This design comes from an exercise in tuning for small area, a short achievable clock period and few clock cycles per item on the open sky130 flow, not from production work.
Only simulation tests tie the RTL to the original design; equivalence was not proved.

==> flow/design.v (outline; a module is shown in full before it is edited, if it fits) <==
// module fa: 4 lines
// module top: 4646 lines
module top #(
    parameter integer C_S00_AXIS_TDATA_WIDTH = 64,
    parameter integer C_M00_AXIS_TDATA_WIDTH = 64
)(
    input  wire                                 s00_axis_aclk,
    input  wire                                 s00_axis_aresetn,
    output wire                                 s00_axis_tready,
    input  wire [C_S00_AXIS_TDATA_WIDTH-1:0]    s00_axis_tdata,
    input  wire                                 s00_axis_tlast,
    input  wire                                 s00_axis_tvalid,
    output wire                                 m00_axis_tvalid,
    output wire [C_M00_AXIS_TDATA_WIDTH-1:0]    m00_axis_tdata,
    output wire                                 m00_axis_tlast
);
  // ...
==> flow/run.sh <==
#!/bin/bash
# synth_recipe.tcl (not shown) runs the flow's synth.tcl, then flattens the netlist and writes it again
# the make line also repeats each setting of config.mk as NAME=value (left out here)
make -C /OpenROAD-flow-scripts/flow DESIGN_CONFIG=/design/flow/config.mk WORK_HOME=/design/flow/orfs CLKGATE_MAP_FILE= SYNTH_SCRIPT=/design/flow/synth_recipe.tcl finish
==> flow/config.mk <==
export PLATFORM = sky130hd
export DESIGN_NAME = top
export DESIGN_NICKNAME = top
export VERILOG_FILES = /design/flow/design.v
export SDC_FILE = /design/flow/constraint.sdc
export NUM_CORES = 4
export LEC_CHECK = 0
export ABC_AREA = 1
export CAP_MARGIN = 5
export CORE_MARGIN = 2
export CORE_UTILIZATION = 40
export CTS_CLUSTER_DIAMETER = 120
export CTS_CLUSTER_SIZE = 24
export SETUP_SLACK_MARGIN = 3.2
export SLEW_MARGIN = 5
export SYNTH_HIERARCHICAL = 1
export SYNTH_MINIMUM_KEEP_SIZE = 0
==> flow/constraint.sdc <==
create_clock -name core_clock -period 6.0 [get_ports {s00_axis_aclk}]
set_input_delay 1.2000 -clock core_clock [delete_from_list [all_inputs] [get_ports {s00_axis_aclk}]]
set_output_delay 1.2000 -clock core_clock [all_outputs]
set_load 0.01 [all_outputs]
==> flow_summary.yaml, run 1 <==
die:
  die-area_mm2: 0.158
worst_setup_path:
  worstPathRequired_ps: 6600
  slowest_delay_ps: 520
  critPathArrivalTime_ps: 3420
  critPathBufInv: 1
  critPathMaxFanout: 11
finish:
  multi_input_area_mm2: 0.0333
  drive_above_1_share_pct: 7.23
  finish.instance_area_mm2: 0.0679
  syn_to_final_growth_pct: 9.93
  multi_input_gates: 3958
  layout_commonest_cell: "dfxtp_1"
logic_synthesis:
  yosys_most_used_dff: "dfxtp_1"
  synthXorXnorAreaFrac_pct: 11.7
  syn_inst: 5840
  netlist.area_leader.share_pct: 29.8
  yosysSeqAreaShare_pct: 42.4
clock_network:
  clock_latency_ps: 730
  htree_num_levels: 2
  path_clk_slew_ps: 100
  cts_root_buffer: "clkbuf_16"
  numCtsBuffers: 56
outcome:
  status: "timing/DRC/antenna clean"
hold_path:
  min_path_type: "reg -> reg"
  hold_path_end: "lsr[1]$_DFF_PN0_"
place:
  dpl_cell_area_mm2: 0.0649
route:
  routed_wl_um: 174000
  vias: 41686
grt:
  grtUsageMet2_pct: 33.2
Testbench counts, summed over its fixed seeds: cycles 9,288, items 7,752.
==> run 2, diff against run 1 <==
--- a/flow/config.mk
+++ b/flow/config.mk
@@ -7,11 +7,11 @@
 export LEC_CHECK = 0
 export ABC_AREA = 1
-export CAP_MARGIN = 5
+export CAP_MARGIN = 20
 export CORE_MARGIN = 2
 export CORE_UTILIZATION = 40
-export CTS_CLUSTER_DIAMETER = 120
-export CTS_CLUSTER_SIZE = 24
+export CTS_CLUSTER_DIAMETER = 100
+export CTS_CLUSTER_SIZE = 28
 export SETUP_SLACK_MARGIN = 3.2
-export SLEW_MARGIN = 5
+export SLEW_MARGIN = 20
 export SYNTH_HIERARCHICAL = 1
 export SYNTH_MINIMUM_KEEP_SIZE = 0
==> run 2 against run 1 <==
Net effect: critical endpoint unchanged; largest cell class unchanged; sequential share of layout area about the same; global-route usage decreased by 0.067 points; still clean on timing, DRC and antenna; critical path depth unchanged; synthesized cell count unchanged; cell count decreased by 0.19%; non-clock buffer count decreased by 3.
==> flow_summary.yaml, run 2 <==
clock_network:
  clock_latency_ps: 710
  numCtsBuffers: 53
  cts_root_buffer: "clkbuf_16"
  clk_path_buf_depth: 3
  cts_hold_buffers: 0
  path_clk_slew_ps: 110
  htree_num_levels: 2
  cts_tree: "built"
  cts.sinks: 1181
logic_synthesis:
  async_flop_share_pct: 1.78
  ys_ff_latch: 1181
  yosysSeqAreaShare_pct: 42.4
  syn-cell-area_mm2: 0.0617
  yosysMostFrequentCell: "dfxtp_1"
  yosys_warnings: 7
  syn_inst: 5840
  synth.avg_cell_area_um2: 10.6
  yosysTopAreaCell: "dfxtp_1"
  synth_cell_types: 55
  synth_area_leaders: "dfxtp_1 30%, fa_1 16%, edfxtp_1 12%"
  netlist.area_leader.share_pct: 29.8
  synth_edf_count: 240
  yosys_most_used_dff: "dfxtp_1"
  yosys-top-cells-count: "920 x dfxtp_1, 883 x nand2_1, 700 x xor2_1, 496 x fa_1, 488 x inv_1"
sta:
  hold_violations: 0
  fin_worst_skew_ps: 41.7
  drv_slew: 0
  max_freq_mhz: 356
  slew_headroom_pct: 31.3
  tns_ps: 0
  hold_ws_ps: 360
  fin_crit_ps: 2810
  finalCritPeriodShare_pct: 46.8
  rsz0062_at_grt: "yes"
  worstMarginPinSlew_ps: 1030
  setup_viol: 0
finish:
  regMostFlops: "vq"
  final_nets: 6864
  fillCellCount: 14425
  syn_to_final_growth_pct: 10.0
  layout.cells.most_common_list: "871 x dfxtp_1, 844 x nand2_1, 690 x xor2_1, 493 x fa_1, 467 x inv_1"
  layout_commonest_cell: "dfxtp_1"
  drive_above_1_share_pct: 7.43
  largest_register_ffs: 64
worst_setup_path:
  critPathArrivalTime_ps: 3400
  rr_worst_depth: 9
  r2r_start: "pq01[1]$_DFF_P_"
  critPathMaxFanout: 11
  worstReg2RegEnd: "r1366$_DFF_P_"
  crit_path_start: "pq01[1]$_DFF_P_"
  cp-start-kind: "register"
  cp-end-kind: "register"
  reg2reg_slack_ps: 3190
  worstPathRequired_ps: 6590
  crit_type: "reg -> reg"
place:
  portBuffers: 117
  dp_hpwl_um: 133000
  gp_congestion: 0.898
grt:
  grt_max_degree: 66
  grt_pass1_vias: 41449
  overflow: 0
  antenna_found_initial: 20
  grt_usage_pct: 22.0
  grt_pass1_wl_um: 260000
route:
  vias: 41621
  routed_wl_um: 173000
  drtIter0Drc: 3569
  drt_pass1_iterations: 6
  ant_nets: 0
  avgViaCountPerCell: 5.18
  routedWlPerCell_um: 21.5
  drc: 0
die:
  top_level_ports: 135
  rows: 144
  die-area_mm2: 0.158
  fp.dieW_um: 397
  core-area_mm2: 0.154
  die_height_um: 397
  initial_core_util_pct: 40.2
run:
  cap_viol_max_count: 0
hold_path:
  hold_path_end: "lsr[1]$_DFF_PN0_"
  worstHoldPathCells: 0
  hold_start: "lsr[0]$_DFF_PN0_"
  min_path_type: "reg -> reg"
outcome:
  status: "timing/DRC/antenna clean"
run 2: metrics by stage:
stage	cells	util [%]	cell area (um^2)	setup WS, ps
finish	8039	44.2	67900	3190
global placement	7877	42.2	64900	2130
floorplan	5855	-	61800	3210
CTS	8014	43.8	67300	3150
global route	8038	44.2	67900	3110
detailed placement	7877	42.2	64900	2060
run 2: worst max-delay path by stage:
stage / to / slack, ps / depth (start not counted)
floorplan: r1366$_DFF_P_ / 3210 / 10
detailed placement: pq21[12]$_DFF_P_ / 2060 / 9
global route: r1271$_DFF_P_ / 3110 / 8
CTS: r1556$_DFF_P_ / 3150 / 8
global placement: pq21[12]$_DFF_P_ / 2130 / 9
finish: r1366$_DFF_P_ / 3190 / 9
run 2: critical path, cell delays in order (launching register included):
cell,delay (ps)
dfxtp_2,360
buf_12,150
or2_4,260
nand2_2,90
nand2_4,80
o22ai_4,120
xor2_2,210
fa_1,470
fa_1,530
fa_1,430
run 2: per-module statistics from Yosys, one instance, submodules excluded:
module	cells	flops+latches
top	5360	1181
fa	1	0
run 2: per-layer routing:
metal / track usage (%) / routed length, um
met2: 33.4 / 74500
met3: 3.19 / 12600
met1: 32.2 / 79800
met5: 0 / 78
met4: 6.95 / 6060
run 2: cell type report:
cell class,count,area (um^2),share of cell area (%)
timing repair buffer,212,1870,2.75
antenna,2,5.00,0.00737
sequential,1181,26300,38.7
clock inverter,17,268,0.394
clock buffer,80,1500,2.21
inverter,545,2130,3.14
tap,2044,2560,3.77
multi-input combinational,3958,33300,49.0
run 2: kinds of logic after synthesis:
group           synth area share (%)
other cells                   0.0122
xor+xnor                        11.7
fa+ha+maj                       23.2
compound gates                  9.26
buf+inv                         4.74
flops                           42.4
simple gates                    8.81
run 2: repair_timing:
item | CTS | global route
setup endpoints to repair | 264 | 104
resized for setup | 243 | 160
buffers inserted | 39 | 22
cloned | 1 | 0
pin swaps | 13 | 27

## re-timing with driven ports
The flow's constraints put no driver on any port. The routed layouts listed below were extracted and timed again, unchanged, in two steps. Step 1 assumes that a clkbuf_16 drives the clock port and a buf_2 every other input. Step 2 also shifts input and output timing later by t, the mid clock arrival at the registers, as if the neighbouring blocks saw the same clock. a / b / c = no drivers / after step 1 / after step 2; a / b = the first two.
| run | t, ns | slack for setup (ns) | worst setup path after step 2 | latest minus earliest clock arrival (ns) |
|---|---|---|---|---|
| run 1 | 0.778 | 3.176 / 3.176 / 2.508 | input to register | 0.048 / 0.048 |
| run 2 | 0.764 | 3.190 / 3.181 / 2.465 | input to register | 0.046 / 0.045 |
After both steps every run listed still meets setup and hold. For run 2, which loses most, drivers alone change the setup slack by -0.009 ns; drivers and shift together by -0.725 ns.
